Background: an optimization exercise with open tools, aiming at small area and a short achievable clock period. Do not read the settings as production practice. Function was not checked in any run shown here: the RTL went through the layout flow alone. Power and IR drop assume default switching activity.

--- flow/run.sh ---
#!/bin/bash
# synth_recipe.tcl (not shown) runs the flow's synth.tcl, then flattens the netlist and writes it again
# the make line also repeats each setting of config.mk as NAME=value (left out here)
make -C /OpenROAD-flow-scripts/flow DESIGN_CONFIG=/design/flow/config.mk WORK_HOME=/design/flow/orfs CLKGATE_MAP_FILE= SYNTH_SCRIPT=/design/flow/synth_recipe.tcl finish
--- flow/config.mk ---
export PLATFORM = sky130hd
export DESIGN_NAME = konya
export DESIGN_NICKNAME = konya
export VERILOG_FILES = /design/flow/design.v
export SDC_FILE = /design/flow/constraint.sdc
export NUM_CORES = 4
export LEC_CHECK = 0
export CAP_MARGIN = 20
export CORE_MARGIN = 2
export CORE_UTILIZATION = 40
export SLEW_MARGIN = 20
--- flow/constraint.sdc ---
create_clock -name core_clock -period 6.0 [get_ports {Clock}]
set_input_delay 1.2000 -clock core_clock [delete_from_list [all_inputs] [get_ports {Clock}]]
set_output_delay 1.2000 -clock core_clock [all_outputs]
set_load 0.01 [all_outputs]
--- flow/design.v ---
module konya(DIN, Resetn, Clock, Run, Done, BusWires);
	input [15:0] DIN;
	input Resetn, Clock, Run;
	output Done;
	output [15:0] BusWires;
	reg [1:0] Tstep;
	reg L, b0;             
	reg [2:0] W, Y;        
	reg [7:0] rsel;        
	reg gsel, dseln;       
	reg Done;
	reg [15:0] R [0:7];
	reg [15:0] A, G;
	reg zf;                
	wire t0 = (Tstep == 2'd0);
	wire t1 = (Tstep == 2'd1);
	wire t2 = (Tstep == 2'd2);
	wire [2:0] op = DIN[15:13];
	wire [2:0] x = DIN[12:10];
	wire [2:0] y = DIN[9:7];
	wire op_mv  = (op == 3'd0);
	wire op_add = (op == 3'd2) | (op == 3'd3);
	wire op_st  = (op == 3'd4) | (op == 3'd5);
	wire op_nz  = (op == 3'd6);
	wire op_long = op_add | (op == 3'd7);
	reg [15:0] Rs;
	integer i;
	always @(*) begin
		Rs = 16'd0;
		for (i = 0; i < 8; i = i + 1)
			Rs = Rs | ({16{rsel[i]}} & R[i]);
	end
	assign BusWires = Rs | ({16{gsel}} & G) | ({16{~dseln}} & DIN);
	reg [1:0] Tn;
	reg [7:0] rsel_n;
	reg gsel_n, dsel_n, Done_n;
	always @(*) begin
		Tn = 2'd0; rsel_n = 8'd0; gsel_n = 1'b0; dsel_n = 1'b1; Done_n = 1'b0;
		case (Tstep)
			2'd0: if (Run) begin
				Tn = 2'd1;
				Done_n = ~op_long;
				if (op_add | op_st) begin
					rsel_n = 8'd1 << x; dsel_n = 1'b0;
				end else if (op_mv | (op_nz & zf)) begin
					rsel_n = 8'd1 << y; dsel_n = 1'b0;
				end
			end
			2'd1: if (L) begin
				Tn = 2'd2;
				rsel_n = 8'd1 << Y; dsel_n = 1'b0;
			end
			2'd2: begin
				Tn = 2'd3;
				gsel_n = b0; dsel_n = ~b0; Done_n = b0;
			end
			2'd3: ;
		endcase
	end
	always @(posedge Clock, negedge Resetn)
		if (!Resetn) begin
			Tstep <= 2'd0; rsel <= 8'd0; gsel <= 1'b0; dseln <= 1'b0; Done <= 1'b0;
		end else begin
			Tstep <= Tn; rsel <= rsel_n; gsel <= gsel_n; dseln <= ~dsel_n; Done <= Done_n;
		end
	wire [15:0] sum = A + BusWires;
	wire [15:0] gv = b0 ? sum : (A ^ BusWires);
	always @(posedge Clock) begin
		if (t0) begin
			L  <= op_long;
			b0 <= op_add;
			W  <= op_st ? y : x;
			Y  <= y;
		end
		if (Done)
			R[W] <= BusWires;
		if (t1 & L & b0)
			A <= BusWires;
		G <= gv;
		if (t2)
			zf <= ~|gv;
	end
endmodule
==> results of run 1 <==
[stage by stage]
stage,utilization [%],cell area [um2],hold slack (ns),power (W)
6_report,48.2,8590,0.519,0.00420
5_1_grt,48.2,8590,0.547,0.00440
4_1_cts,48.2,8590,0.520,0.00422
3_5_place_dp,44.6,7960,0.511,0.00303
3_3_place_gp,44.6,7960,0.499,0.00300
2_1_floorplan,-,7220,0.465,0.00251
[routing by layer]
layer  wire (um)  track usage (%)  up-vias  share of wire (%)
li1            -                -     2044                  -
met4         332             7.09        0                1.8
met2        8490             29.7      216                 47
met5           0                0        -                  0
met3        1290             4.12       29                7.2
met1        7860             26.9     2312                 44
[flip-flops by register name, indices dropped and copies added (netlist names), 3 cells and up, named ones only]
| register | flops |
|---|---|
| R | 128 |
| A | 16 |
| G | 16 |
| rsel | 8 |
| W | 3 |
| Y | 3 |
[cell usage in the layout, fill, tap and decap left out, types with 2 or more instances in the layout]
| cell type | n |
|---|---|
| clkinv_2 | 3 |
| xor2_1 | 5 |
| o31ai_1 | 3 |
| ha_1 | 15 |
| or2_2 | 2 |
| xnor2_1 | 10 |
| o32ai_1 | 2 |
| nor3_2 | 2 |
| nor3_1 | 8 |
| nand4_1 | 17 |
| nor2b_1 | 4 |
| a22o_1 | 13 |
| o211a_1 | 2 |
| bufinv_16 | 5 |
| dfxtp_1 | 16 |
| a22oi_1 | 48 |
| mux2_2 | 2 |
| o21ai_0 | 15 |
| a32oi_1 | 4 |
| clkinvlp_4 | 2 |
| a21oi_1 | 8 |
| edfxtp_1 | 153 |
| nand3_1 | 5 |
| clkbuf_16 | 17 |
| dfrtp_1 | 13 |
| nand2_1 | 21 |
| nor2_1 | 21 |
| inv_1 | 9 |
| a31oi_1 | 5 |
| a21o_1 | 4 |
| a221oi_1 | 17 |
| or4_1 | 3 |
| buf_4 | 24 |
| clkinv_1 | 2 |
| o22ai_1 | 9 |
| clkdlybuf4s50_1 | 35 |
| nand2b_1 | 8 |
[where the power goes]
group / total (W) / internal [W] / switching [W] / leakage, nW
sequential: 0.00182 / 0.00172 / 0.000102 / 1.70
combinational: 0.00119 / 0.000443 / 0.000742 / 0.894
clock: 0.00120 / 0.000736 / 0.000460 / 0.305
[path summary, 6_finish.rpt]
kind	start	end	slack, ns	cells after the start
worst max-delay path	DIN[8]	BusWires[8]	1.37	6
worst min-delay path	Tstep[0]	Tstep[0]	0.52	1
worst max register to register	rsel[2]	zf	1.60	12
worst min register to register	Tstep[0]	Tstep[0]	0.52	1
max in group asynchronous	Resetn	rsel[5]	4.47	1
min in group asynchronous	Resetn	asynchronous set/reset pin	1.14	1
[area by class of cell]
class	instances	area [um2]	area share (%)
flip-flops and latches	182	5240	61.0
multi-input cells	265	1870	21.7
repair buffers	59	531	6.17
clock buffers	18	429	4.99
well taps	229	287	3.33
clock inverters	14	205	2.39
inverters	9	33.8	0.393
[cell families (layout without fill, tap and decap cells)]
family / Yosys count / count (layout) / share of synthesized area, %
adders and majority gates: 16 / 16 / 2.88
AOI/OAI and AO/OA: 136 / 136 / 13.9
and+or+nand+nor: 96 / 96 / 6.85
DFF: 182 / 182 / 72.6
muxes: 2 / 2 / 0.312
buffers and inverters: 31 / 100 / 1.63
xor gates and xnor gates: 15 / 15 / 1.82
==> run notes, run 1 <==
====================================================================================
TritonCTS clock tree ..................................................        built
Data required time of the critical path ...............................      4.80 ns
Count of buffering cells on the critical path with inverters included .            3
Worst slack at placement ..............................................     0.952 ns
Count of instances resized after the clock tree is built ..............            0
Peak VDD IR ...........................................................     0.245 mV
Critical-path top delay cell .......................................... clkdlybuf4s50_1
Global-route usage over all layers ....................................        19.2%
Yosys top cell by area ................................................     edfxtp_1
Filler cell count .....................................................         1473
Post-detailed-route via-to-cell ratio .................................         5.93
Cell row count ........................................................           49
Stage delay of the slowest cell on the critical path ..................      0.66 ns
RSZ-0062 raised after global routing ..................................           no
Detailed router's first-iteration violation count .....................          453
Number of maximum-capacitance constraint violations ...................            0
Power per Cell Area ...................................................   489 nW/um2
TritonCTS sink count ..................................................          182
Setup TNS .............................................................         0 ns
Pin count of the biggest net entering global routing ..................           17
First-pass GRT wire length ............................................     27300 um
Yosys reg bits ........................................................          182
Die Wd ................................................................       138 um
Synth Net Count .......................................................          513
Average cell area after synthesis .....................................     15.1 um2
Highest fanout seen on the critical path ..............................           11
Hold violation total from the final report ............................            0
CP Capture Type ....................................................... primary output
Number of vias in the routed layout ...................................         4601
Cell occurring most often along the worst timing path ................. clkdlybuf4s50_1
Top_reg_cell synth ....................................................     edfxtp_1
Overflow left after global routing ....................................            0
Warning count from the yosys run ......................................            1
Total of buffers placed on input and output ports .....................           35
First-pass iteration count of the detailed router .....................            5
Cell family with most CP delay ........................................ buffers and inverters
Most common library cells after synthesis ............................. 153 x edfxtp_1, 48 x a22oi_1, 21 x clkbuf_1, 21 x nand2_1, 21 x nor2_1
Fin Clk Skew ..........................................................   0.00855 ns
Largest cells by area after synthesis ................................. edfxtp_1 64%, a22oi_1 5.0%, dfrtp_1 4.5%, dfxtp_1 4.4%, ha_1 2.6%
Final setup fails .....................................................            0
Tmin final ............................................................      4.63 ns
Setup slack after layout ..............................................      1.37 ns
Area added between synthesis and finish ...............................        19.1%
Cell Count, Final, Fillers Out ........................................          776
H-tree levels .........................................................            4
Drc violations ........................................................            0
Hold buffer count at cts ..............................................            0
Seq/Total Area, Yosys .................................................        72.6%
Relative max-transition margin ........................................        30.0%
Hold WC Path Type ..................................................... register to register
# placed instances ....................................................          744
Leakage power summed over all cells ...................................      2.90 nW
Remaining number of nets flagged by the antenna check after routing ...            0
Count of unique library cells instantiated by Yosys ...................           43
Fraction of registers with async set or reset after synthesis .........        7.14%
Worst slew pin tran ...................................................      1.04 ns
Height of the chip ....................................................       138 um
Initial Utilization ...................................................        40.4%
Register clock-pin slew on the reported worst setup and hold paths ....      0.07 ns
Fraction of synthesized cell area taken by the top area cell type .....        63.7%
Number of antenna violations at the first check in global routing .....            0
Final max-slew violation count ........................................            0
Most used standard cell by instance count after synthesis .............     edfxtp_1
Root Buffer Master ....................................................    clkbuf_16
Endpoint arrival time on the critical path ............................      3.43 ns
WL final ..............................................................     18000 um
Post-layout net count .................................................          569
Period Utilization, post-route ........................................        77.1%
Number of buffers added by the clock tree synthesis step ..............           17
Synthesized area ......................................................     7220 um2
Worst path cell trace ................................................. clkdlybuf4s50_1 -> inv_1 -> o21ai_0 -> a221oi_1 -> nand4_1 -> clkdlybuf4s50_1
DPL Wire Length .......................................................     11500 um
Fraction of layout cells with a size suffix above 1 ...................        11.2%
Max clock buf depth ...................................................            2
Number of synthesized flops with an enable pin ........................          153
Post-Synthesis Cells ..................................................          478
Final GP Congestion ...................................................        0.925
Die Outline Area ......................................................    19100 um2
Worst-skew pair later-pin latency .....................................      0.43 ns
Core Footprint ........................................................    17800 um2
Detailed-route wire length per cell ...................................      23.2 um
Kind of critical path ................................................. primary input to primary output
Startpoint type of the worst setup path ............................... primary input
Number of antenna diodes ..............................................            0
Count of pins on the block boundary ...................................           36
Highest attainable clock frequency ....................................    0.216 GHz
Setup Fix Bufs, Post-CTS ..............................................            0
Result of the run .....................................................  timing/DRC/antenna clean
Vias in the first global route ........................................         4440
====================================================================================
==> run 2: changes to the inputs <==
--- a/flow/config.mk
+++ b/flow/config.mk
@@ -9,3 +9,4 @@
 export CORE_MARGIN = 2
 export CORE_UTILIZATION = 40
+export SETUP_SLACK_MARGIN = 2.8
 export SLEW_MARGIN = 20
==> run notes, run 2 <==
==================================================================================
Startpoint type of the worst setup path ............................. primary input   unchanged
Sequential Power Share ..............................................        36.3%   was 43.4%
Critical-path top delay cell ........................................        or4_4   was clkdlybuf4s50_1
Period Utilization, post-route ......................................        64.9%   was 77.1%
Die Outline Area ....................................................    19100 um2   unchanged
TritonCTS sink count ................................................          182   unchanged
Post-Synthesis Cells ................................................          478   unchanged
CP Capture Type .....................................................     register   was primary output
Yosys reg bits ......................................................          182   unchanged
Result of the run ...................................................  timing/DRC/antenna clean   unchanged
Cell internal power dissipation .....................................    0.00335 W   was 0.00290 W
Tmin final ..........................................................      3.90 ns   was 4.63 ns
Initial Utilization .................................................        40.4%   unchanged
Number of vias in the routed layout .................................         5198   was 4601
Vias in the first global route ......................................         5035   was 4440
Average cell area after synthesis ...................................     15.1 um2   unchanged
Cell row count ......................................................           49   unchanged
Number of maximum-capacitance constraint violations .................            0   unchanged
Number of synthesized flops with an enable pin ......................          153   unchanged
Peak VDD IR .........................................................     0.261 mV   was 0.245 mV
Number of buffers added by the clock tree synthesis step ............           17   unchanged
Most common library cells after synthesis ........................... 153 x edfxtp_1, 48 x a22oi_1, 21 x clkbuf_1, 21 x nand2_1, 21 x nor2_1   unchanged
WL final ............................................................     21700 um   was 18000 um
DPL Wire Length .....................................................     11800 um   was 11500 um
Detailed router's first-iteration violation count ...................          475   was 453
Total of buffers placed on input and output ports ...................           35   unchanged
Pin count of the biggest net entering global routing ................           19   was 17
Remaining number of nets flagged by the antenna check after routing .            0   unchanged
Kind of critical path ............................................... primary input to register   was primary input to primary output
Setup TNS ...........................................................         0 ns   unchanged
First-pass iteration count of the detailed router ...................            5   unchanged
Largest cells by area after synthesis ............................... edfxtp_1 64%, a22oi_1 5.0%, dfrtp_1 4.5%, dfxtp_1 4.4%, ha_1 2.6%   unchanged
Most common cell after layout, fill and taps aside ..................     edfxtp_1   unchanged
Max clock buf depth .................................................            2   unchanged
Net switching fraction of the power .................................        33.5%   was 31.0%
Net switching power figure ..........................................    0.00169 W   was 0.00130 W
Warning count from the yosys run ....................................            1   unchanged
Count of cells along the worst register-to-register path ............           12   unchanged
Relative max-transition margin ......................................        29.1%   was 30.0%
Registers with the most flip-flops .................................. R x128, A x16, G x16   unchanged
Reg2Reg Capture Point ...............................................           zf   unchanged
Detailed-route wire length per cell .................................      24.5 um   was 23.2 um
Area added between synthesis and finish .............................        38.8%   was 19.1%
Worst path cell trace ............................................... buf_6 -> a221oi_2 -> nand4_1 -> ha_2 -> fa_2 -> a211oi_4 -> nor2_1 -> xor2_1 -> or4_1 -> or4_4 -> nor4_2 -> and4b_1   was clkdlybuf4s50_1 -> inv_1 -> o21ai_0 -> a221oi_1 -> nand4_1 -> clkdlybuf4s50_1
Count of pins on the block boundary .................................           36   unchanged
Root Buffer Master ..................................................    clkbuf_16   unchanged
Worst reg2reg setup slack ...........................................      2.14 ns   was 1.60 ns
Stage delay of the slowest cell on the critical path ................      0.54 ns   was 0.66 ns
Reg-to-reg startpoint ...............................................      rsel[1]   was rsel[2]
Endpoint arrival time on the critical path ..........................      4.19 ns   was 3.43 ns
Yosys top cell by area ..............................................     edfxtp_1   unchanged
Overflow left after global routing ..................................            0   unchanged
Highest fanout seen on the critical path ............................            2   was 11
TritonCTS clock tree ................................................        built   unchanged
Seq/Total Area, Yosys ...............................................        72.6%   unchanged
Post-detailed-route via-to-cell ratio ...............................         5.86   was 5.93
Final setup fails ...................................................            0   unchanged
Synthesized area ....................................................     7220 um2   unchanged
Most used standard cell by instance count after synthesis ...........     edfxtp_1   unchanged
Worst-skew pair later-pin latency ...................................      0.43 ns   about the same
Post-layout net count ...............................................          680   was 569
Clock power share ...................................................        22.0%   was 28.4%
Top_reg_cell synth ..................................................     edfxtp_1   unchanged
Fraction of synthesized cell area taken by the top area cell type ...        63.7%   unchanged
Fraction of registers with async set or reset after synthesis .......        7.14%   unchanged
Power per Cell Area .................................................   503 nW/um2   was 489 nW/um2
Drc violations ......................................................            0   unchanged
Register bank with the most flops ...................................            R   unchanged
RSZ-0062 raised after global routing ................................          yes   was no
Hold WC Path Type ................................................... register to register   unchanged
Highest attainable clock frequency ..................................    0.257 GHz   was 0.216 GHz
Global-route usage over all layers ..................................        22.5%   was 19.2%
Register clock-pin slew on the reported worst setup and hold paths ..      0.07 ns   about the same
Final GP Congestion .................................................        0.883   was 0.925
Core Footprint ......................................................    17800 um2   unchanged
Crit path capture ...................................................           zf   was BusWires[8]
H-tree levels .......................................................            4   unchanged
Leakage power summed over all cells .................................      3.61 nW   was 2.90 nW
Die Wd ..............................................................       138 um   unchanged
Number of antenna diodes ............................................            0   unchanged
Number of antenna violations at the first check in global routing ...            0   unchanged
Fraction of layout cells with a size suffix above 1 .................        40.1%   was 11.2%
Worst setup path startpoint .........................................       DIN[0]   was DIN[8]
First-pass GRT wire length ..........................................     31600 um   was 27300 um
Worst slew pin tran .................................................      1.05 ns   was 1.04 ns
Data required time of the critical path .............................      6.30 ns   was 4.80 ns
Largest register FFs ................................................          128   unchanged
Overall power after layout ..........................................    0.00503 W   was 0.00420 W
Hold violation total from the final report ..........................            0   unchanged
Filler cell count ...................................................         1375   was 1473
Final max-slew violation count ......................................            0   unchanged
Height of the chip ..................................................       138 um   unchanged
Count of unique library cells instantiated by Yosys .................           43   unchanged
Fin Clk Skew ........................................................   0.00774 ns   was 0.00855 ns
Commonest cells after routing, fill and taps aside .................. 153 x edfxtp_1, 104 x buf_4, 47 x buf_6   was 153 x edfxtp_1, 48 x a22oi_1, 35 x clkdlybuf4s50_1
Synth Net Count .....................................................          513   unchanged
Gate power share ....................................................        41.7%   was 28.2%
Hold buffer count at cts ............................................            0   unchanged
==================================================================================
-- run 2: changes by cell type in the layout (fill, tap and decap cells not counted), moves of 5 or more --
cell             change
a221oi_1            -16
dfrtp_2              +5
buf_4               +80
buf_2                +5
ha_4                 +7
ha_1                 -8
o21ai_0              -7
a221oi_2            +13
buf_6               +47
clkdlybuf4s50_1     -32
buf_12               +6
dfrtp_1              -7
-- run 2: logic make-up after synthesis --
kind of cell,after synthesis,synth area share [%]
flip-flops,182,72.6
AO/OA/AOI/OAI,136,13.9
multiplexers,2,0.312
AND/OR/NAND/NOR,96,6.85
adder cells (fa/ha/maj),16,2.88
XOR/XNOR,15,1.82
buffers and inverters,31,1.63
-- run 2: final cells by class --
type / count / area [um2] / area share, %
clock buffers: 17 / 425 / 4.25
well taps: 229 / 287 / 2.86
repair buffers: 170 / 1560 / 15.5
inverters: 9 / 60.1 / 0.600
flip-flops and latches: 182 / 5250 / 52.5
clock inverters: 15 / 164 / 1.64
multi-input cells: 265 / 2270 / 22.6
-- run 2: power groups by stage --
stage	clock network [W]	registers (W)	logic (W)
after floorplan	0	0.00180	0.000753
after global placement	0	0.00185	0.00118
after detailed placement	0	0.00185	0.00121
after CTS	0.00112	0.00182	0.00179
after global routing	0.00117	0.00184	0.00223
final	0.00111	0.00183	0.00210
-- run 2: layer usage --
metal	wire [um]	up-vias	GRT usage (%)
met5	0	-	0
met4	482	0	6.61
met3	1750	37	4.78
met2	10400	240	36.2
met1	9110	2650	31.2
li1	-	2271	-
-- run 2: worst min path at each step --
stage          startpoint        to  slack, ns  cells past startpoint
6_report         Tstep[0]  Tstep[0]       0.51                      1
5_1_grt          Tstep[0]  Tstep[0]       0.54                      1
4_1_cts          Tstep[0]  Tstep[0]       0.51                      1
3_5_place_dp         A[0]      G[0]       0.50                      1
3_3_place_gp     Tstep[0]  Tstep[0]       0.49                      1
2_1_floorplan    Tstep[0]  Tstep[0]       0.47                      1
-- run 2: critical path, delay by kind of cell --
family,cells,cell delay (ns)
AOI/OAI and AO/OA,2,0.45
xor gates and xnor gates,1,0.18
adders and majority gates,2,0.61
buffers and inverters,1,0.09
and+or+nand+nor,6,1.66
-- run 2: through the flow --
step                      instance area, um2  cells  hold slack (ns)  utilization [%]  worst slack, ns
after floorplan                         7280    478            0.465                -             1.77
after global placement                  8000    741            0.492             44.8             1.10
after detailed placement                8000    741            0.504             44.8            0.930
after CTS                               9470    848            0.512             53.1             2.15
after global routing                   10000    887            0.536             56.1             1.95
final                                  10000    887            0.513             56.1             2.10
-- run 2: timing repair --
action	CTS	global route
cloned	1	1
pin swaps	48	23
setup endpoints to repair	28	24
setup buffers	74	38
resized for setup	232	49
==> run 3: changes to the inputs <==
--- a/flow/design.v
+++ b/flow/design.v
@@ -13,4 +13,5 @@
 	reg [15:0] A, G;
 	reg zf;                
+	reg gnew;              
 	wire t0 = (Tstep == 2'd0);
 	wire t1 = (Tstep == 2'd1);
@@ -43,5 +44,5 @@
 				if (op_add | op_st) begin
 					rsel_n = 8'd1 << x; dsel_n = 1'b0;
-				end else if (op_mv | (op_nz & zf)) begin
+				end else if (op_mv | (op_nz & zf_now)) begin
 					rsel_n = 8'd1 << y; dsel_n = 1'b0;
 				end
@@ -66,4 +67,5 @@
 	wire [15:0] sum = A + BusWires;
 	wire [15:0] gv = b0 ? sum : (A ^ BusWires);
+	wire zf_now = gnew ? ~|G : zf;
 	always @(posedge Clock) begin
 		if (t0) begin
@@ -78,6 +80,6 @@
 			A <= BusWires;
 		G <= gv;
-		if (t2)
-			zf <= ~|gv;
+		gnew <= t2;
+		zf <= zf_now;
 	end
 endmodule
==> run notes, run 3 <==
==================================================================================
Peak VDD IR .........................................................     0.261 mV   about the same
DPL Wire Length .....................................................     11300 um   was 11800 um
Most common cell after layout, fill and taps aside ..................     edfxtp_1   unchanged
Area added between synthesis and finish .............................        30.4%   was 38.8%
Period Utilization, post-route ......................................        54.1%   was 64.9%
Height of the chip ..................................................       138 um   about the same
# placed instances ..................................................          734   was 741
Seq/Total Area, Yosys ...............................................        72.6%   about the same
Worst slack at placement ............................................      1.44 ns   was 0.930 ns
Vias in the first global route ......................................         4732   was 5035
Detailed router's first-iteration violation count ...................          431   was 475
CP Capture Type ..................................................... primary output   was register
Number of antenna diodes ............................................            0   unchanged
Result of the run ...................................................  timing/DRC/antenna clean   unchanged
Initial Utilization .................................................        40.5%   was 40.4%
Setup TNS ...........................................................         0 ns   unchanged
DR top layer ........................................................         met4   unchanged
Pin count of the biggest net entering global routing ................           17   was 19
First-pass iteration count of the detailed router ...................            5   unchanged
Post-layout net count ...............................................          637   was 680
Largest register FFs ................................................          128   unchanged
Worst slew pin tran .................................................     0.854 ns   was 1.05 ns
Hold buffer count at cts ............................................            0   unchanged
Global-route usage over all layers ..................................        21.4%   was 22.5%
Detailed-route wire length per cell .................................      24.4 um   was 24.5 um
Yosys top cell by area ..............................................     edfxtp_1   unchanged
Most used standard cell by instance count after synthesis ...........     edfxtp_1   unchanged
Number of maximum-capacitance constraint violations .................            0   unchanged
Overflow left after global routing ..................................            0   unchanged
Register clock-pin slew on the reported worst setup and hold paths ..      0.06 ns   was 0.07 ns
Average cell area after synthesis ...................................     15.0 um2   was 15.1 um2
Synth Net Count .....................................................          516   was 513
Root Buffer Master ..................................................    clkbuf_16   unchanged
Overall power after layout ..........................................    0.00442 W   was 0.00503 W
Fraction of synthesized cell area taken by the top area cell type ...        63.1%   was 63.7%
Highest fanout seen on the critical path ............................            2   unchanged
Top_reg_cell synth ..................................................     edfxtp_1   unchanged
Cell Count, Final, Fillers Out ......................................          844   was 887
Registers with the most flip-flops .................................. R x128, A x16, G x16   unchanged
Fin Clk Skew ........................................................    0.0118 ns   was 0.00774 ns
Commonest cells after routing, fill and taps aside .................. 152 x edfxtp_1, 77 x buf_4, 45 x a22oi_1   was 153 x edfxtp_1, 104 x buf_4, 47 x buf_6
Worst-skew pair later-pin latency ...................................      0.43 ns   about the same
Post-Synthesis Cells ................................................          481   was 478
H-tree levels .......................................................            4   unchanged
Total of buffers placed on input and output ports ...................           35   unchanged
Relative max-transition margin ......................................        42.9%   was 29.1%
Final GP Congestion .................................................        0.828   was 0.883
Max clock buf depth .................................................            2   unchanged
Endpoint arrival time on the critical path ..........................      2.04 ns   was 4.19 ns
Die Wd ..............................................................       138 um   about the same
TritonCTS sink count ................................................          183   was 182
Number of antenna violations at the first check in global routing ...            0   unchanged
Number of buffers added by the clock tree synthesis step ............           17   unchanged
Final max-slew violation count ......................................            0   unchanged
Met3 wire len .......................................................      1110 um   was 1750 um
Post-detailed-route via-to-cell ratio ...............................         5.74   was 5.86
Startpoint type of the worst setup path ............................. primary input   unchanged
Synthesized area ....................................................     7230 um2   was 7220 um2
Number of synthesized flops with an enable pin ......................          152   was 153
Yosys reg bits ......................................................          183   was 182
Cell row count ......................................................           49   unchanged
Remaining number of nets flagged by the antenna check after routing .            0   unchanged
Final setup fails ...................................................            0   unchanged
WL final ............................................................     20600 um   was 21700 um
Most common library cells after synthesis ........................... 152 x edfxtp_1, 48 x a22oi_1, 25 x nand2_1   was 153 x edfxtp_1, 48 x a22oi_1, 21 x clkbuf_1, 21 x nand2_1, 21 x nor2_1
Tmin final ..........................................................      3.24 ns   was 3.90 ns
RSZ-0062 raised after global routing ................................          yes   unchanged
Number of vias in the routed layout .................................         4841   was 5198
Data required time of the critical path .............................      4.80 ns   was 6.30 ns
Drc violations ......................................................            0   unchanged
Fraction of layout cells with a size suffix above 1 .................        35.4%   was 40.1%
Setup slack after layout ............................................      2.76 ns   was 2.10 ns
Warning count from the yosys run ....................................            1   unchanged
Hold WC Path Type ................................................... register to register   unchanged
Routed met2 length ..................................................     10000 um   was 10400 um
Fraction of registers with async set or reset after synthesis .......        7.10%   was 7.14%
Largest cells by area after synthesis ............................... edfxtp_1 63%, dfxtp_1 5.0%, a22oi_1 5.0%, dfrtp_1 4.5%, ha_1 2.6%   was edfxtp_1 64%, a22oi_1 5.0%, dfrtp_1 4.5%, dfxtp_1 4.4%, ha_1 2.6%
Final core utilization ..............................................        52.8%   was 56.1%
Die Outline Area ....................................................    19200 um2   was 19100 um2
First-pass GRT wire length ..........................................     29900 um   was 31600 um
Highest attainable clock frequency ..................................    0.308 GHz   was 0.257 GHz
Count of unique library cells instantiated by Yosys .................           46   was 43
TritonCTS clock tree ................................................        built   unchanged
Count of pins on the block boundary .................................           36   unchanged
Power per Cell Area .................................................   469 nW/um2   was 503 nW/um2
Leakage power summed over all cells .................................      3.31 nW   was 3.61 nW
Routed length on met1 ...............................................      8980 um   was 9110 um
Core Footprint ......................................................    17800 um2   unchanged
Kind of critical path ............................................... primary input to primary output   was primary input to register
Register bank with the most flops ...................................            R   unchanged
Hold violation total from the final report ..........................            0   unchanged
==================================================================================
run 3: changes by cell type in the layout (fill, tap and decap cells not counted), sizes merged, moves of 5 or more:
cell   delta
a21oi     +6
nor4      +9
nand2     +5
buf      -52
nor3      -8
o21ai     +6
run 3: logic make-up after synthesis:
family          after synthesis  synth area share [%]
fa+ha+maj                    16                  2.87
mux                           1                 0.156
simple gates                 98                  7.05
xor+xnor                     15                  1.82
compound gates              136                  13.8
buf+inv                      32                  1.68
flops                       183                  72.6
run 3: path summary, 6_finish.rpt:
kind	startpoint	slack (ns)	to	cells after the start
worst min register to register	A[0]	0.49	G[0]	1
min in group asynchronous	Resetn	1.15	asynchronous set/reset pin	1
worst max register to register	rsel[2]	2.82	G[15]	16
worst max-delay path	DIN[10]	2.76	BusWires[10]	7
worst min-delay path	A[0]	0.49	G[0]	1
max in group asynchronous	Resetn	4.41	rsel[6]	1
run 3: what timing repair did:
item	CTS	global route
pin swaps	31	29
endpoints found under the setup margin	28	20
setup buffers	48	29
gates resized for setup	172	63
gates cloned	0	1
run 3: where the power goes:
group	internal [W]	switching, W	leakage (nW)
sequential	0.00172	0.000163	1.69
combinational	0.000689	0.000784	1.35
clock	0.000589	0.000475	0.269
run 3: metal layers:
layer  up-vias  global-route usage [%]
li1       2188                       -
met1      2462                    29.5
met2       157                    34.1
met4         0                    8.00
met3        34                    4.02
met5         -                       0
run 3: critical path, stage by stage:
cell and delay, ns:
buf_8 0.10, inv_4 0.05, o21ai_2 0.06, a221oi_2 0.17
nand4_1 0.17, buf_4 0.17, buf_6 0.11
run 3: metrics by stage:
| step | hold slack (ns) | instance area (um2) |
|---|---|---|
| finish | 0.486 | 9430 |
| CTS | 0.489 | 8950 |
| global route | 0.503 | 9430 |
| floorplan | 0.461 | 7320 |
| global placement | 0.468 | 7960 |
| detailed placement | 0.476 | 7960 |
run 3: area by class of cell:
type                       count  area, um2
clock buffer                  20        447
clock inverter                12        118
fill                        1434       8410
inverter                      11       81.3
multi-input combinational    266       2160
sequential                   183       5280
tap                          229        287
timing repair buffer         123       1060
==> run 4: changes to the inputs <==
--- a/flow/config.mk
+++ b/flow/config.mk
@@ -9,4 +9,7 @@
 export CORE_MARGIN = 2
 export CORE_UTILIZATION = 40
+export CTS_BUF_LIST = sky130_fd_sc_hd__clkbuf_8
+export CTS_CLUSTER_DIAMETER = 80
+export CTS_CLUSTER_SIZE = 30
 export SETUP_SLACK_MARGIN = 2.8
 export SLEW_MARGIN = 20
==> run notes, run 4 <==
====================================================================================
Result of the run .....................................................  timing/DRC/antenna clean   unchanged
Registers with the most flip-flops .................................... R x128, A x16, G x16   unchanged
Leakage power summed over all cells ...................................      3.25 nW   was 3.31 nW
Average cell area after synthesis .....................................     15.0 um2   unchanged
Count of buffering cells on the critical path with inverters included .            4   unchanged
Initial Utilization ...................................................        40.5%   unchanged
Setup TNS .............................................................         0 ns   unchanged
Multi-input logic area ................................................     2150 um2   was 2160 um2
Global-route usage over all layers ....................................        21.5%   was 21.4%
Number of antenna violations at the first check in global routing .....            0   unchanged
Clock power share .....................................................        18.9%   was 24.1%
Count of unique library cells instantiated by Yosys ...................           46   unchanged
Detailed-route wire length per cell ...................................      24.1 um   was 24.4 um
Number of antenna diodes ..............................................            0   unchanged
Post-DP Area ..........................................................     7960 um2   unchanged
Commonest cells after routing, fill and taps aside .................... 152 x edfxtp_1, 78 x buf_4, 46 x a22oi_1   was 152 x edfxtp_1, 77 x buf_4, 45 x a22oi_1
Worst path cell trace ................................................. buf_8 -> inv_6 -> o21ai_2 -> a221oi_2 -> nand4_1 -> buf_4 -> buf_6   was buf_8 -> inv_4 -> o21ai_2 -> a221oi_2 -> nand4_1 -> buf_4 -> buf_6
Tmin final ............................................................      3.27 ns   was 3.24 ns
Net switching fraction of the power ...................................        33.5%   was 32.1%
Number of synthesized flops with an enable pin ........................          152   unchanged
Startpoint type of the worst setup path ............................... primary input   unchanged
Yosys top cell by area ................................................     edfxtp_1   unchanged
Largest register FFs ..................................................          128   unchanged
Reg-to-reg startpoint .................................................      rsel[2]   unchanged
Fin Clk Skew ..........................................................    0.0158 ns   was 0.0118 ns
Drc violations ........................................................            0   unchanged
Worst hold slack ......................................................     0.494 ns   was 0.486 ns
Core Footprint ........................................................    17800 um2   unchanged
Power per Cell Area ...................................................   451 nW/um2   was 469 nW/um2
Post-Synthesis Cells ..................................................          481   unchanged
Root Buffer Master ....................................................     clkbuf_8   was clkbuf_16
Most used standard cell by instance count after synthesis .............     edfxtp_1   unchanged
Synthesized area ......................................................     7230 um2   unchanged
Final setup fails .....................................................            0   unchanged
Worst reg2reg setup slack .............................................      2.92 ns   was 2.82 ns
Number of vias in the routed layout ...................................         4859   was 4841
Gate power share ......................................................        36.4%   was 33.3%
Stage delay of the slowest cell on the critical path ..................      0.19 ns   was 0.17 ns
Count of pins on the block boundary ...................................           36   unchanged
TritonCTS sink count ..................................................          183   unchanged
Worst slew pin tran ...................................................     0.836 ns   was 0.854 ns
Seq/Total Area, Yosys .................................................        72.6%   unchanged
Fraction of layout cells with a size suffix above 1 ...................        35.9%   was 35.4%
Cell internal power dissipation .......................................    0.00278 W   was 0.00300 W
Number of buffers added by the clock tree synthesis step ..............           17   unchanged
Most common cell after layout, fill and taps aside ....................     edfxtp_1   unchanged
Most common library cells after synthesis ............................. 152 x edfxtp_1, 48 x a22oi_1, 25 x nand2_1   unchanged
Fraction of synthesized cell area taken by the top area cell type .....        63.1%   unchanged
Post-route design area ................................................     9260 um2   was 9430 um2
Die Outline Area ......................................................    19200 um2   unchanged
DPL Wire Length .......................................................     11300 um   unchanged
First-pass GRT wire length ............................................     30100 um   was 29900 um
Critical-path top delay cell ..........................................     a221oi_2   unchanged
Yosys reg bits ........................................................          183   unchanged
Final core utilization ................................................        51.9%   was 52.8%
Highest attainable clock frequency ....................................    0.306 GHz   was 0.308 GHz
Count of cells along the worst register-to-register path ..............           15   was 16
Relative max-transition margin ........................................        44.0%   was 42.9%
Cell family with most CP delay ........................................ buffers and inverters   unchanged
WL final ..............................................................     20500 um   was 20600 um
Filler cell count .....................................................         1466   was 1434
Kind of critical path ................................................. primary input to primary output   unchanged
Sequential Power Share ................................................        44.8%   was 42.6%
Overflow left after global routing ....................................            0   unchanged
Pin count of the biggest net entering global routing ..................           17   unchanged
Synth Net Count .......................................................          516   unchanged
Warning count from the yosys run ......................................            1   unchanged
Fraction of registers with async set or reset after synthesis .........        7.10%   unchanged
Final max-slew violation count ........................................            0   unchanged
Hold buffer count at cts ..............................................            0   unchanged
Endpoint arrival time on the critical path ............................      2.07 ns   was 2.04 ns
Max clock buf depth ...................................................            2   unchanged
Vias in the first global route ........................................         4863   was 4732
First-pass iteration count of the detailed router .....................            5   unchanged
TritonCTS clock tree ..................................................        built   unchanged
Post-detailed-route via-to-cell ratio .................................         5.72   was 5.74
Cell row count ........................................................           49   unchanged
Die Wd ................................................................       138 um   unchanged
Peak VDD IR ...........................................................     0.197 mV   was 0.261 mV
WP depth ..............................................................            7   unchanged
Largest cells by area after synthesis ................................. edfxtp_1 63%, dfxtp_1 5.0%, a22oi_1 5.0%, dfrtp_1 4.5%, ha_1 2.6%   unchanged
Area added between synthesis and finish ...............................        28.1%   was 30.4%
Detailed router's first-iteration violation count .....................          460   was 431
Post-layout net count .................................................          643   was 637
Worst-skew pair later-pin latency .....................................      0.46 ns   was 0.43 ns
Register clock-pin slew on the reported worst setup and hold paths ....      0.09 ns   was 0.06 ns
Sequential cell area in the final layout ..............................     5280 um2   about the same
Total of buffers placed on input and output ports .....................           35   unchanged
Net switching power figure ............................................    0.00140 W   was 0.00142 W
RSZ-0062 raised after global routing ..................................          yes   unchanged
Height of the chip ....................................................       138 um   unchanged
Top_reg_cell synth ....................................................     edfxtp_1   unchanged
Remaining number of nets flagged by the antenna check after routing ...            0   unchanged
Data required time of the critical path ...............................      4.80 ns   about the same
Final GP Congestion ...................................................        0.828   unchanged
Number of maximum-capacitance constraint violations ...................            0   unchanged
Hold violation total from the final report ............................            0   unchanged
Hold WC Path Type ..................................................... register to register   unchanged
Highest fanout seen on the critical path ..............................            3   was 2
Worst setup path startpoint ...........................................      DIN[12]   was DIN[10]
CP Capture Type ....................................................... primary output   unchanged
H-tree levels .........................................................            4   unchanged
Reg2Reg Capture Point .................................................        G[14]   was G[15]
Crit path capture ..................................................... BusWires[12]   was BusWires[10]
Period Utilization, post-route ........................................        54.5%   was 54.1%
Register bank with the most flops .....................................            R   unchanged
====================================================================================
## run 4: cell counts after synthesis
Identical to the previous run, type by type.
## run 4: area by class of cell
type                       count  share of cell area [%]
clock buffer                  18                    2.67
tap                          229                    3.09
multi-input combinational    266                    23.2
timing repair buffer         129                    11.8
sequential                   183                    56.9
clock inverter                14                    1.35
inverter                      11                   0.851
## run 4: power by group through the flow
| stage | logic, W | registers (W) | clock network, W |
|---|---|---|---|
| final | 0.00152 | 0.00187 | 0.000789 |
| after floorplan | 0.000696 | 0.00182 | 0 |
| after global placement | 0.00101 | 0.00191 | 0 |
| after detailed placement | 0.00103 | 0.00192 | 0 |
| after global routing | 0.00163 | 0.00189 | 0.000850 |
| after CTS | 0.00134 | 0.00188 | 0.000797 |
## run 4: through the flow
| stage | setup slack (ns) | instances | total power [W] |
|---|---|---|---|
| 4_1_cts | 2.66 | 830 | 0.00402 |
| 5_1_grt | 2.70 | 850 | 0.00437 |
| 2_1_floorplan | 2.75 | 481 | 0.00251 |
| 3_3_place_gp | 1.47 | 734 | 0.00292 |
| 3_5_place_dp | 1.44 | 734 | 0.00295 |
| 6_report | 2.73 | 850 | 0.00418 |
## run 4: kinds of logic (layout without fill, tap and decap cells)
kind of cell	Yosys count	in the layout	share of synthesized area, %
adders and majority gates	16	16	2.87
AOI/OAI and AO/OA	136	136	13.8
and+or+nand+nor	98	98	7.05
buffers and inverters	32	172	1.68
xor gates and xnor gates	15	15	1.82
DFF	183	183	72.6
muxes	1	1	0.156
## run 4: worst min-delay path by stage
stage / start / end / cells past startpoint
3_3_place_gp: A[0] / G[0] / 1
4_1_cts: A[0] / G[0] / 1
2_1_floorplan: zf / zf / 2
5_1_grt: A[0] / G[0] / 1
6_report: A[0] / G[0] / 1
3_5_place_dp: zf / zf / 2
## run 4: timing repair
item                                    CTS  global route
endpoints found under the setup margin   28            19
gates resized for setup                 184            51
endpoints found under the hold margin     0             0
setup buffers                            64            20
pin swaps                                33            30
## run 4: worst reg2reg max path: stages (launching register included)
cell and delay, ns:
dfrtp_4 0.53, buf_6 0.17, a22o_1 0.22, a221oi_2 0.16
nand4_1 0.17, buf_4 0.18, buf_4 0.12, buf_4 0.12
buf_4 0.16, ha_4 0.30, nand3_1 0.12, nor2_2 0.19
a21oi_2 0.10, nor3b_2 0.22, a21oi_2 0.06, xnor2_1 0.15
## run 4: routing by layer
| metal | global-route usage, % | vias up | share of wire, % |
|---|---|---|---|
| met5 | 0 | - | 0 |
| met3 | 3.88 | 37 | 6.7 |
| li1 | - | 2182 | - |
| met2 | 34.6 | 179 | 48 |
| met1 | 29.1 | 2461 | 42 |
| met4 | 9.13 | 0 | 2.7 |
==> run 5: changes to the inputs <==
--- a/flow/config.mk
+++ b/flow/config.mk
@@ -6,4 +6,5 @@
 export NUM_CORES = 4
 export LEC_CHECK = 0
+export ABC_AREA = 1
 export CAP_MARGIN = 20
 export CORE_MARGIN = 2
==> run notes, run 5 <==
====================================================================================
Result of the run .....................................................  timing/DRC/antenna clean   unchanged
First-pass GRT wire length ............................................     30700 um   was 30100 um
Register clock-pin slew on the reported worst setup and hold paths ....      0.09 ns   about the same
Highest fanout seen on the critical path ..............................            6   was 3
Number of synthesized flops with an enable pin ........................          152   unchanged
Initial Utilization ...................................................        40.9%   was 40.5%
Post-route design area ................................................     9360 um2   was 9260 um2
GR Util met1 ..........................................................        29.6%   was 29.1%
Cell family with most CP delay ........................................   flip-flops   was buffers and inverters
Largest cells by area after synthesis ................................. edfxtp_1 59%, nand2_1 7.3%, dfxtp_1 4.7%, dfrtp_1 4.2%, nand3_1 2.9%   was edfxtp_1 63%, dfxtp_1 5.0%, a22oi_1 5.0%, dfrtp_1 4.5%, ha_1 2.6%
Global-route usage over all layers ....................................        21.0%   was 21.5%
Peak VDD IR ...........................................................     0.250 mV   was 0.197 mV
Register bank with the most flops .....................................            R   unchanged
Startpoint type of the worst setup path ...............................     register   was primary input
Number of antenna diodes ..............................................            0   unchanged
Count of unique library cells instantiated by Yosys ...................           42   was 46
Number of maximum-capacitance constraint violations ...................            0   unchanged
Hold WC Path Type ..................................................... register to register   unchanged
Registers with the most flip-flops .................................... R x128, A x16, G x16   unchanged
Fraction of synthesized cell area taken by the top area cell type .....        59.2%   was 63.1%
Fraction of registers with async set or reset after synthesis .........        7.10%   unchanged
DPL Wire Length .......................................................     11900 um   was 11300 um
Data required time of the critical path ...............................      4.80 ns   about the same
Vias in the first global route ........................................         5158   was 4863
Yosys reg bits ........................................................          183   unchanged
Most used standard cell by instance count after synthesis .............     edfxtp_1   unchanged
CP Capture Type ....................................................... primary output   unchanged
Reg-to-reg startpoint .................................................      rsel[3]   was rsel[2]
Final max-slew violation count ........................................            0   unchanged
Post-Synthesis Cells ..................................................          633   was 481
Max clock buf depth ...................................................            2   unchanged
Met2 Usage GRT ........................................................        33.1%   was 34.6%
Number of buffers added by the clock tree synthesis step ..............           17   unchanged
Number of antenna violations at the first check in global routing .....            0   unchanged
Remaining number of nets flagged by the antenna check after routing ...            0   unchanged
Hold buffer count at cts ..............................................            0   unchanged
Global-route met3 utilization .........................................        4.02%   was 3.88%
WP depth ..............................................................            6   was 7
Count of pins on the block boundary ...................................           36   unchanged
Drc violations ........................................................            0   unchanged
Core Footprint ........................................................    18800 um2   was 17800 um2
Most common library cells after synthesis ............................. 152 x edfxtp_1, 150 x nand2_1, 44 x nand3_1   was 152 x edfxtp_1, 48 x a22oi_1, 25 x nand2_1
Root Buffer Master ....................................................     clkbuf_8   unchanged
Synthesized area ......................................................     7710 um2   was 7230 um2
Filler cell count .....................................................         1639   was 1466
Fraction of layout cells with a size suffix above 1 ...................        24.8%   was 35.9%
RSZ-0062 raised after global routing ..................................          yes   unchanged
Total of buffers placed on input and output ports .....................           35   unchanged
Worst path cell trace ................................................. buf_6 -> buf_6 -> a22o_1 -> a221oi_2 -> nand2_2 -> buf_6   was buf_8 -> inv_6 -> o21ai_2 -> a221oi_2 -> nand4_1 -> buf_4 -> buf_6
Cell occurring most often along the worst timing path .................        buf_6
Final setup fails .....................................................            0   unchanged
Area added between synthesis and finish ...............................        21.4%   was 28.1%
Stage delay of the slowest cell on the critical path ..................      0.56 ns   was 0.19 ns
Seq/Total Area, Yosys .................................................        68.1%   was 72.6%
Power per Cell Area ...................................................   470 nW/um2   was 451 nW/um2
Synth Net Count .......................................................          668   was 516
Average cell area after synthesis .....................................     12.2 um2   was 15.0 um2
Detailed router's first-iteration violation count .....................          513   was 460
Commonest cells after routing, fill and taps aside .................... 152 x edfxtp_1, 143 x nand2_1, 48 x buf_4   was 152 x edfxtp_1, 78 x buf_4, 46 x a22oi_1
Endpoint arrival time on the critical path ............................      1.98 ns   was 2.07 ns
Largest register FFs ..................................................          128   unchanged
Worst hold slack ......................................................     0.468 ns   was 0.494 ns
TritonCTS clock tree ..................................................        built   unchanged
Worst slew pin tran ...................................................     0.967 ns   was 0.836 ns
Worst-skew pair later-pin latency .....................................      0.47 ns   was 0.46 ns
WL final ..............................................................     20800 um   was 20500 um
Highest attainable clock frequency ....................................    0.314 GHz   was 0.306 GHz
Cell row count ........................................................           50   was 49
Worst hold path cell count ............................................            2   was 1
Most heavily used metal layer in global routing .......................         met2   unchanged
Worst setup path startpoint ...........................................      rsel[3]   was DIN[12]
Overflow left after global routing ....................................            0   unchanged
Count of buffering cells on the critical path with inverters included .            3   was 4
Pin count of the biggest net entering global routing ..................           23   was 17
Final GP Congestion ...................................................        0.868   was 0.828
Top_reg_cell synth ....................................................     edfxtp_1   unchanged
First-pass iteration count of the detailed router .....................            6   was 5
Period Utilization, post-route ........................................        53.0%   was 54.5%
Leakage power summed over all cells ...................................      3.63 nW   was 3.25 nW
Yosys top cell by area ................................................     edfxtp_1   unchanged
Height of the chip ....................................................       143 um   was 138 um
Die Outline Area ......................................................    20400 um2   was 19200 um2
Die Wd ................................................................       143 um   was 138 um
Origin of the worst min-delay path ....................................           zf   was A[0]
Post-layout net count .................................................          757   was 643
Post-DP Area ..........................................................     8350 um2   was 7960 um2
Hold violation total from the final report ............................            0   unchanged
Critical-path top delay cell ..........................................      dfrtp_4   was a221oi_2
Fin Clk Skew ..........................................................    0.0154 ns   was 0.0158 ns
Number of vias in the routed layout ...................................         5379   was 4859
Relative max-transition margin ........................................        35.6%   was 44.0%
Tmin final ............................................................      3.18 ns   was 3.27 ns
Post-detailed-route via-to-cell ratio .................................         5.41   was 5.72
Kind of critical path ................................................. register to primary output   was primary input to primary output
TritonCTS sink count ..................................................          183   unchanged
H-tree levels .........................................................            4   unchanged
Detailed-route wire length per cell ...................................      20.9 um   was 24.1 um
Most common cell after layout, fill and taps aside ....................     edfxtp_1   unchanged
Setup TNS .............................................................         0 ns   unchanged
Count of cells along the worst register-to-register path ..............           16   was 15
Warning count from the yosys run ......................................            1   unchanged
====================================================================================
run 5: cell count changes in the layout (fill, tap and decap cells not counted), moves of 9 or more:
cell / previous run / this run
nor4_1: 10 / 0
nand3_1: 3 / 37
nand4_1: 18 / 8
a22oi_1: 46 / 1
nor2_1: 18 / 32
a22o_1: 9 / 23
nand2_1: 23 / 143
buf_4: 78 / 48
nand2b_1: 9 / 0
o21ai_2: 9 / 0
inv_1: 5 / 39
a21oi_1: 7 / 18
run 5: final timing paths:
check / end / slack, ns
setup / recovery: BusWires[13] / 2.82
hold / removal: zf / 0.47
setup reg to reg: G[12] / 3.08
hold reg to reg: zf / 0.47
max in group asynchronous: rsel[1] / 4.42
min in group asynchronous: rsel[2] / 1.12
run 5: cell type report:
type,count,area (um2),share of cell area [%]
clock buffers,17,234,2.50
clock inverters,15,155,1.66
inverters,40,155,1.66
multi-input cells,387,2400,25.7
flip-flops and latches,183,5280,56.4
well taps,260,325,3.48
repair buffers,93,807,8.62
run 5: metal layers:
metal  routed length (um)  part of all wire, %
met2                 9740                   47
met1                 9160                   44
met5                    0                    0
met3                 1530                  7.3
met4                  408                  2.0
run 5: tightest hold or removal path: cells and delay by family, from the launching register on:
| kind | cells | cell delay, ns |
|---|---|---|
| flops | 1 | 0.32 |
| simple gates | 2 | 0.12 |
run 5: power breakdown:
part           internal (W)  leakage (nW)  switching [W]
clock              0.000372         0.208       0.000450
combinational      0.000644          1.74       0.000996
sequential          0.00177          1.69       0.000171
total               0.00278          3.63        0.00162
run 5: cells by family after synthesis:
family	share of synthesized area, %
XOR/XNOR	1.12
AND/OR/NAND/NOR	14.5
AO/OA/AOI/OAI	10.1
adder cells (fa/ha/maj)	2.69
buffers and inverters	3.46
flip-flops	68.1
run 5: what timing repair did:
| item | CTS | global route |
|---|---|---|
| buffers inserted | 36 | 11 |
| setup endpoints to repair | 21 | 13 |
| resized for setup | 153 | 22 |
| pin swaps | 25 | 10 |
run 5: through the flow:
| stage | setup slack (ns) | util, % | total power [W] | instances |
|---|---|---|---|---|
| 3_3_place_gp | 1.84 | 44.3 | 0.00325 | 916 |
| 5_1_grt | 2.74 | 49.7 | 0.00463 | 995 |
| 3_5_place_dp | 1.79 | 44.3 | 0.00329 | 916 |
| 6_report | 2.82 | 49.7 | 0.00440 | 995 |
| 4_1_cts | 2.71 | 48.8 | 0.00434 | 984 |
| 2_1_floorplan | 3.02 | - | 0.00276 | 633 |
==> run 6: changes to the inputs <==
--- a/flow/config.mk
+++ b/flow/config.mk
@@ -6,8 +6,7 @@
 export NUM_CORES = 4
 export LEC_CHECK = 0
-export ABC_AREA = 1
 export CAP_MARGIN = 20
 export CORE_MARGIN = 2
-export CORE_UTILIZATION = 40
+export CORE_UTILIZATION = 60
 export CTS_BUF_LIST = sky130_fd_sc_hd__clkbuf_8
 export CTS_CLUSTER_DIAMETER = 80
==> run notes, run 6 <==
=====================================================================================================
Post-detailed-route via-to-cell ratio ..................................................         6.45   was 5.41
Largest family of logic cells by synthesized area ...................................... compound AO/OA/AOI/OAI gates   was simple AND/OR/NAND/NOR gates
Remaining number of nets flagged by the antenna check after routing ....................            0   unchanged
Initial Utilization ....................................................................        60.9%   was 40.9%
Count of cells along the worst register-to-register path ...............................           14   was 16
Worst slew pin tran ....................................................................     0.898 ns   was 0.967 ns
Leakage power summed over all cells ....................................................      3.30 nW   was 3.63 nW
Warning count from the yosys run .......................................................            1   unchanged
Height of the chip .....................................................................       114 um   was 143 um
# placed instances .....................................................................          652   was 916
Overflow left after global routing .....................................................            0   unchanged
Average cell area after synthesis ......................................................     15.0 um2   was 12.2 um2
Die Outline Area .......................................................................    12900 um2   was 20400 um2
Max clock buf depth ....................................................................            2   unchanged
Hold WC Path Type ...................................................................... register to register   unchanged
Setup slack after layout ...............................................................      2.70 ns   was 2.82 ns
Core Footprint .........................................................................    11900 um2   was 18800 um2
Simple-gate area share of the yosys netlist ............................................        7.05%   was 14.5%
Number of antenna violations at the first check in global routing ......................            0   unchanged
Largest cells by area after synthesis .................................................. edfxtp_1 63%, dfxtp_1 5.0%, a22oi_1 5.0%, dfrtp_1 4.5%, ha_1 2.6%   was edfxtp_1 59%, nand2_1 7.3%, dfxtp_1 4.7%, dfrtp_1 4.2%, nand3_1 2.9%
Synth Net Count ........................................................................          516   was 668
Most common cell after layout, fill and taps aside .....................................     edfxtp_1   unchanged
Seq/Total Area, Yosys ..................................................................        72.6%   was 68.1%
Most common library cells after synthesis .............................................. 152 x edfxtp_1, 48 x a22oi_1, 25 x nand2_1   was 152 x edfxtp_1, 150 x nand2_1, 44 x nand3_1
Highest fanout seen on the critical path ...............................................            2   was 6
Endpoint arrival time on the critical path .............................................      2.10 ns   was 1.98 ns
Period Utilization, post-route .........................................................        54.9%   was 53.0%
Kind of critical path .................................................................. primary input to primary output   was register to primary output
Power per Cell Area ....................................................................   439 nW/um2   was 470 nW/um2
Yosys top cell by area .................................................................     edfxtp_1   unchanged
Die Wd .................................................................................       114 um   was 143 um
Cell row count .........................................................................           40   was 50
Post-Synthesis Cells ...................................................................          481   was 633
Area added between synthesis and finish ................................................        26.8%   was 21.4%
Startpoint type of the worst setup path ................................................ primary input   was register
Tmin final .............................................................................      3.30 ns   was 3.18 ns
Fraction of the mapped netlist area in compound gates ..................................        13.8%   was 10.1%
Worst-skew pair later-pin latency ......................................................      0.46 ns   was 0.47 ns
Count of pins on the block boundary ....................................................           36   unchanged
TritonCTS sink count ...................................................................          183   unchanged
Reg2Reg Capture Point ..................................................................        G[15]   was G[12]
Hold buffer count at cts ...............................................................            0   unchanged
Hold violation total from the final report .............................................            0   unchanged
Number of buffers added by the clock tree synthesis step ...............................           17   unchanged
Detailed router's first-iteration violation count ......................................          517   was 513
First-pass GRT wire length .............................................................     28600 um   was 30700 um
Top_reg_cell synth .....................................................................     edfxtp_1   unchanged
H-tree levels ..........................................................................            4   unchanged
First-pass iteration count of the detailed router ......................................            6   unchanged
Post-synthesis share of cell area spent on full adders, half adders and majority gates .        2.87%   was 2.69%
Number of vias in the routed layout ....................................................         5008   was 5379
Total of buffers placed on input and output ports ......................................           35   unchanged
Cell Count, Final, Fillers Out .........................................................          776   was 995
Register bank with the most flops ......................................................            R   unchanged
Most used standard cell by instance count after synthesis ..............................     edfxtp_1   unchanged
Multiplexer share of the synthesized area ..............................................       0.156%   was 0%
Fraction of synthesized cell area taken by the top area cell type ......................        63.1%   was 59.2%
Number of antenna diodes ...............................................................            0   unchanged
Number of maximum-capacitance constraint violations ....................................            0   unchanged
Commonest cells after routing, fill and taps aside ..................................... 152 x edfxtp_1, 93 x buf_4, 44 x a22oi_1   was 152 x edfxtp_1, 143 x nand2_1, 48 x buf_4
Global-route usage over all layers .....................................................        31.5%   was 21.0%
Crit path capture ......................................................................  BusWires[7]   was BusWires[13]
Post-layout net count ..................................................................          651   was 757
Vias in the first global route .........................................................         4724   was 5158
Number of synthesized flops with an enable pin .........................................          152   unchanged
DPL Wire Length ........................................................................     10800 um   was 11900 um
RSZ-0062 raised after global routing ...................................................          yes   unchanged
Data required time of the critical path ................................................      4.80 ns   about the same
Final max-slew violation count .........................................................            0   unchanged
Synthesized area .......................................................................     7230 um2   was 7710 um2
Registers with the most flip-flops ..................................................... R x128, A x16, G x16   unchanged
Largest register FFs ...................................................................          128   unchanged
CP Capture Type ........................................................................ primary output   unchanged
Sequential cell area in the final layout ...............................................     5280 um2   about the same
Worst setup path startpoint ............................................................       DIN[7]   was rsel[3]
Detailed-route wire length per cell ....................................................      26.1 um   was 20.9 um
Fraction of registers with async set or reset after synthesis ..........................        7.10%   unchanged
Root Buffer Master .....................................................................     clkbuf_8   unchanged
WL final ...............................................................................     20300 um   was 20800 um
Worst slack at placement ...............................................................      1.34 ns   was 1.79 ns
Pin count of the biggest net entering global routing ...................................           17   was 23
Register clock-pin slew on the reported worst setup and hold paths .....................      0.09 ns   about the same
Count of unique library cells instantiated by Yosys ....................................           46   was 42
Yosys reg bits .........................................................................          183   unchanged
Setup TNS ..............................................................................         0 ns   unchanged
Multi-input logic area .................................................................     2120 um2   was 2400 um2
Fraction of layout cells with a size suffix above 1 ....................................        35.8%   was 24.8%
Reg-to-reg startpoint ..................................................................      rsel[2]   was rsel[3]
Peak VDD IR ............................................................................     0.282 mV   was 0.250 mV
Final GP Congestion ....................................................................        0.877   was 0.868
Fin Clk Skew ...........................................................................   0.00902 ns   was 0.0154 ns
Result of the run ......................................................................  timing/DRC/antenna clean   unchanged
Drc violations .........................................................................            0   unchanged
Final setup fails ......................................................................            0   unchanged
Relative max-transition margin .........................................................        39.9%   was 35.6%
Xor-xnor portion of the synthesized cell area ..........................................        1.82%   was 1.12%
Highest attainable clock frequency .....................................................    0.303 GHz   was 0.314 GHz
Worst reg2reg setup slack ..............................................................      2.79 ns   was 3.08 ns
Filler cell count ......................................................................          699   was 1639
TritonCTS clock tree ...................................................................        built   unchanged
=====================================================================================================
run 6: report_power, final:
| group | leakage (nW) | internal, W | switching (W) | total, W |
|---|---|---|---|---|
| Combinational | 1.41 | 0.000614 | 0.000774 | 0.00139 |
| Clock | 0.203 | 0.000357 | 0.000404 | 0.000761 |
| Sequential | 1.69 | 0.00172 | 0.000154 | 0.00187 |
run 6: layout make-up:
cell class,count,area share [%]
Clock buffer,17,2.55
Multi-Input combinational cell,266,23.2
Timing Repair Buffer,137,12.4
Tap cell,147,2.01
Inverter,11,0.942
Sequential cell,183,57.6
Clock inverter,15,1.38
run 6: logic make-up after synthesis:
kind of cell | count (synthesis)
mux | 1
fa+ha+maj | 16
flops | 183
compound gates | 136
simple gates | 98
buf+inv | 32
xor+xnor | 15
run 6: routing by layer:
layer | GRT usage (%) | up-vias | wire length [um]
met5 | 0 | - | 0
met4 | 10.5 | 0 | 542
met3 | 8.45 | 46 | 2220
met2 | 47.2 | 284 | 9410
met1 | 45.8 | 2477 | 8080
li1 | - | 2201 | -
run 6: metrics by stage:
step                      instance area, um2  hold WS (ns)  utilization [%]  total power (W)
after floorplan                         7320         0.461                -          0.00251
after global placement                  7860         0.471             66.2          0.00291
after detailed placement                7860         0.478             66.2          0.00294
after CTS                               8780         0.498             74.0          0.00387
after global routing                    9170         0.518             77.3          0.00419
final                                   9170         0.494             77.3          0.00402
run 6: repair_timing:
item                                    4_1_cts  5_1_grt
resized for setup                           178       52
cloned                                        0        0
buffers inserted                             66       26
pin swaps                                    21       24
endpoints found under the setup margin       28       23
run 6: worst min-delay path by stage:
stage               from  endpoint  cells past startpoint
global route        A[0]      G[0]                      1
floorplan             zf        zf                      2
detailed placement  A[0]      G[0]                      1
finish              A[0]      G[0]                      1
CTS                 A[0]      G[0]                      1
global placement    A[0]      G[0]                      1
run 6: worst max-delay path, cell delays in order:
cell and delay [ns]:
buf_8 0.10, inv_4 0.05, o21ai_2 0.05, a221oi_2 0.18, nand4_1 0.27, buf_2 0.24
==> run 7: changes to the inputs <==
--- a/flow/config.mk
+++ b/flow/config.mk
@@ -6,10 +6,11 @@
 export NUM_CORES = 4
 export LEC_CHECK = 0
+export ABC_AREA = 1
 export CAP_MARGIN = 20
 export CORE_MARGIN = 2
-export CORE_UTILIZATION = 60
+export CORE_UTILIZATION = 40
 export CTS_BUF_LIST = sky130_fd_sc_hd__clkbuf_8
 export CTS_CLUSTER_DIAMETER = 80
 export CTS_CLUSTER_SIZE = 30
-export SETUP_SLACK_MARGIN = 2.8
+export SETUP_SLACK_MARGIN = 3.2
 export SLEW_MARGIN = 20
==> run notes, run 7 <==
==================================================================================
Final setup fails ...................................................            0   unchanged
Number of antenna diodes ............................................            0   unchanged
H-tree levels .......................................................            4   unchanged
TritonCTS clock tree ................................................        built   unchanged
Relative max-transition margin ......................................        41.7%   was 39.9%
Most common library cells after synthesis ........................... 152 x edfxtp_1, 150 x nand2_1, 44 x nand3_1   was 152 x edfxtp_1, 48 x a22oi_1, 25 x nand2_1
Number of maximum-capacitance constraint violations .................            0   unchanged
Seq/Total Area, Yosys ...............................................        68.1%   was 72.6%
Commonest cells after routing, fill and taps aside .................. 152 x edfxtp_1, 128 x nand2_1, 45 x buf_4   was 152 x edfxtp_1, 93 x buf_4, 44 x a22oi_1
Detailed-route wire length per cell .................................      21.0 um   was 26.1 um
Cell row count ......................................................           50   was 40
Worst slack at placement ............................................      1.83 ns   was 1.34 ns
Post-detailed-route via-to-cell ratio ...............................         5.36   was 6.45
Yosys reg bits ......................................................          183   unchanged
Top_reg_cell synth ..................................................     edfxtp_1   unchanged
Final max-slew violation count ......................................            0   unchanged
Result of the run ...................................................  timing/DRC/antenna clean   unchanged
Synthesized area ....................................................     7710 um2   was 7230 um2
Largest register FFs ................................................          128   unchanged
Register clock-pin slew on the reported worst setup and hold paths ..      0.08 ns   was 0.09 ns
Post-Synthesis Cells ................................................          633   was 481
Startpoint type of the worst setup path .............................     register   was primary input
Endpoint arrival time on the critical path ..........................      1.95 ns   was 2.10 ns
Die Outline Area ....................................................    20400 um2   was 12900 um2
Initial Utilization .................................................        40.9%   was 60.9%
Setup TNS ...........................................................         0 ns   unchanged
Number of synthesized flops with an enable pin ......................          152   unchanged
Core Footprint ......................................................    18800 um2   was 11900 um2
Overflow left after global routing ..................................            0   unchanged
Hold violation total from the final report ..........................            0   unchanged
Area added between synthesis and finish .............................        27.9%   was 26.8%
Leakage power summed over all cells .................................      3.73 nW   was 3.30 nW
Cell Count, Final, Fillers Out ......................................         1008   was 776
Largest cells by area after synthesis ............................... edfxtp_1 59%, nand2_1 7.3%, dfxtp_1 4.7%, dfrtp_1 4.2%, nand3_1 2.9%   was edfxtp_1 63%, dfxtp_1 5.0%, a22oi_1 5.0%, dfrtp_1 4.5%, ha_1 2.6%
Most used standard cell by instance count after synthesis ...........     edfxtp_1   unchanged
DPL Wire Length .....................................................     12300 um   was 10800 um
Power per Cell Area .................................................   478 nW/um2   was 439 nW/um2
Global-route usage over all layers ..................................        21.4%   was 31.5%
Count of unique library cells instantiated by Yosys .................           42   was 46
Fraction of layout cells with a size suffix above 1 .................        33.0%   was 35.8%
Filler cell count ...................................................         1589   was 699
Synth Net Count .....................................................          668   was 516
Peak VDD IR .........................................................     0.249 mV   was 0.282 mV
Die Wd ..............................................................       143 um   was 114 um
WL final ............................................................     21200 um   was 20300 um
Tmin final ..........................................................      3.15 ns   was 3.30 ns
Data required time of the critical path .............................      4.80 ns   about the same
Height of the chip ..................................................       143 um   was 114 um
Highest attainable clock frequency ..................................    0.318 GHz   was 0.303 GHz
Number of vias in the routed layout .................................         5405   was 5008
Vias in the first global route ......................................         5228   was 4724
Warning count from the yosys run ....................................            1   unchanged
First-pass GRT wire length ..........................................     31400 um   was 28600 um
Registers with the most flip-flops .................................. R x128, A x16, G x16   unchanged
# placed instances ..................................................          914   was 652
Detailed router's first-iteration violation count ...................          567   was 517
Period Utilization, post-route ......................................        52.4%   was 54.9%
Post-layout net count ...............................................          770   was 651
Final GP Congestion .................................................        0.887   was 0.877
Pin count of the biggest net entering global routing ................           23   was 17
CP Capture Type ..................................................... primary output   unchanged
Count of pins on the block boundary .................................           36   unchanged
Fraction of synthesized cell area taken by the top area cell type ...        59.2%   was 63.1%
Worst-skew pair later-pin latency ...................................      0.47 ns   was 0.46 ns
Fin Clk Skew ........................................................   0.00987 ns   was 0.00902 ns
RSZ-0062 raised after global routing ................................          yes   unchanged
Average cell area after synthesis ...................................     12.2 um2   was 15.0 um2
Kind of critical path ............................................... register to primary output   was primary input to primary output
First-pass iteration count of the detailed router ...................            5   was 6
Highest fanout seen on the critical path ............................            6   was 2
Max clock buf depth .................................................            2   unchanged
Worst slew pin tran .................................................     0.874 ns   was 0.898 ns
Remaining number of nets flagged by the antenna check after routing .            0   unchanged
Register bank with the most flops ...................................            R   unchanged
Fraction of registers with async set or reset after synthesis .......        7.10%   unchanged
Worst hold slack ....................................................     0.474 ns   was 0.494 ns
Yosys top cell by area ..............................................     edfxtp_1   unchanged
Number of antenna violations at the first check in global routing ...            1   was 0
Root Buffer Master ..................................................     clkbuf_8   unchanged
Drc violations ......................................................            0   unchanged
TritonCTS sink count ................................................          183   unchanged
Setup slack after layout ............................................      2.85 ns   was 2.70 ns
Most common cell after layout, fill and taps aside ..................     edfxtp_1   unchanged
Number of buffers added by the clock tree synthesis step ............           17   unchanged
Hold WC Path Type ................................................... register to register   unchanged
Total of buffers placed on input and output ports ...................           35   unchanged
==================================================================================
run 7: where the power goes:
part           switching [W]  internal, W  total [W]
sequential          0.000181      0.00177    0.00195
combinational        0.00112     0.000887    0.00201
clock               0.000432     0.000321   0.000752
total                0.00173      0.00298    0.00471
run 7: cells by family after synthesis:
group           count (synthesis)  synth area share [%]
xor+xnor                        9                  1.12
flops                         183                  68.1
compound gates                104                  10.1
fa+ha+maj                      16                  2.69
simple gates                  258                  14.5
buf+inv                        63                  3.46
run 7: per-layer routing:
metal | routed length [um] | vias up | GRT usage (%)
met4 | 317 | 0 | 6.57
met1 | 9290 | 2696 | 30.5
met5 | 0 | - | 0
met3 | 1390 | 24 | 3.02
li1 | - | 2490 | -
met2 | 10200 | 195 | 34.4
run 7: layout make-up:
type	instances	area, um2	area share, %
well taps	260	325	3.30
flip-flops and latches	183	5280	53.6
clock inverters	15	111	1.13
clock buffers	17	234	2.37
repair buffers	106	1030	10.4
inverters	40	155	1.57
multi-input cells	387	2720	27.6
run 7: worst max-delay path, cell delays in order (launching register included):
cell      delay, ns
dfrtp_4        0.50
buf_12         0.15
a22o_1         0.23
a221oi_2       0.27
nand3_2        0.17
buf_6          0.16
run 7: worst paths after layout:
| kind | startpoint | end | slack [ns] | cells after the start |
|---|---|---|---|---|
| min reg2reg | zf | zf | 0.47 | 2 |
| max | rsel[0] | BusWires[14] | 2.85 | 5 |
| min | zf | zf | 0.47 | 2 |
| min in group asynchronous | Resetn | rsel[7] | 1.11 | 1 |
| max in group asynchronous | Resetn | gsel | 4.43 | 1 |
| max reg2reg | rsel[0] | G[12] | 3.19 | 16 |
run 7: repair_timing:
| item | 4_1_cts | 5_1_grt |
|---|---|---|
| pin swaps | 36 | 30 |
| endpoints found under the hold margin | 0 | 0 |
| buffers inserted | 48 | 14 |
| hold buffers | 0 | 0 |
| resized for setup | 184 | 75 |
| endpoints found under the setup margin | 27 | 35 |
| gates cloned | 0 | 0 |
run 7: through the flow:
stage | total power (W) | cell area (um2) | util [%]
2_1_floorplan | 0.00280 | 7820 | -
3_3_place_gp | 0.00329 | 8450 | 44.9
4_1_cts | 0.00443 | 9430 | 50.1
6_report | 0.00471 | 9850 | 52.3
5_1_grt | 0.00497 | 9850 | 52.3
3_5_place_dp | 0.00334 | 8450 | 44.9

[afterwards: timing with drivers on the ports]
The results above use ideal ports. As a check the final layouts listed here were re-extracted and re-timed, cells and wires unchanged. Step 1 assumes that a clkbuf_16 drives the clock port and a buf_2 every other input. Step 2 also shifts input and output timing later by t, the mid clock arrival at the registers, as if the neighbouring blocks saw the same clock. Three values: ideal ports, drivers, drivers and shift; two values: the first two.
| run | t, ns | setup WS [ns] | clock arrival spread, ns | slew at the worst register clock pin (ns) | pins driven straight from the clock port |
|---|---|---|---|---|---|
| run 1 | 0.464 | 1.372 / 1.341 / 0.959 | 0.009 / 0.009 | 0.07 / 0.07 | 1 |
| run 2 | 0.471 | 2.105 / 2.117 / 1.646 | 0.008 / 0.008 | 0.07 / 0.07 | 1 |
| run 3 | 0.465 | 2.755 / 2.715 / 2.300 | 0.012 / 0.012 | 0.07 / 0.07 | 1 |
| run 4 | 0.497 | 2.730 / 2.692 / 2.273 | 0.016 / 0.016 | 0.10 / 0.10 | 1 |
| run 5 | 0.500 | 2.818 / 2.779 / 2.605 | 0.017 / 0.017 | 0.10 / 0.10 | 1 |
| run 6 | 0.494 | 2.704 / 2.663 / 2.298 | 0.010 / 0.010 | 0.09 / 0.09 | 1 |
| run 7 | 0.496 | 2.853 / 2.819 / 2.685 | 0.013 / 0.013 | 0.09 / 0.09 | 1 |
After both steps setup and hold are still met in every run listed. The setup slack of run 2, which loses most, moves by +0.012 ns with the drivers and by -0.459 ns with both steps.
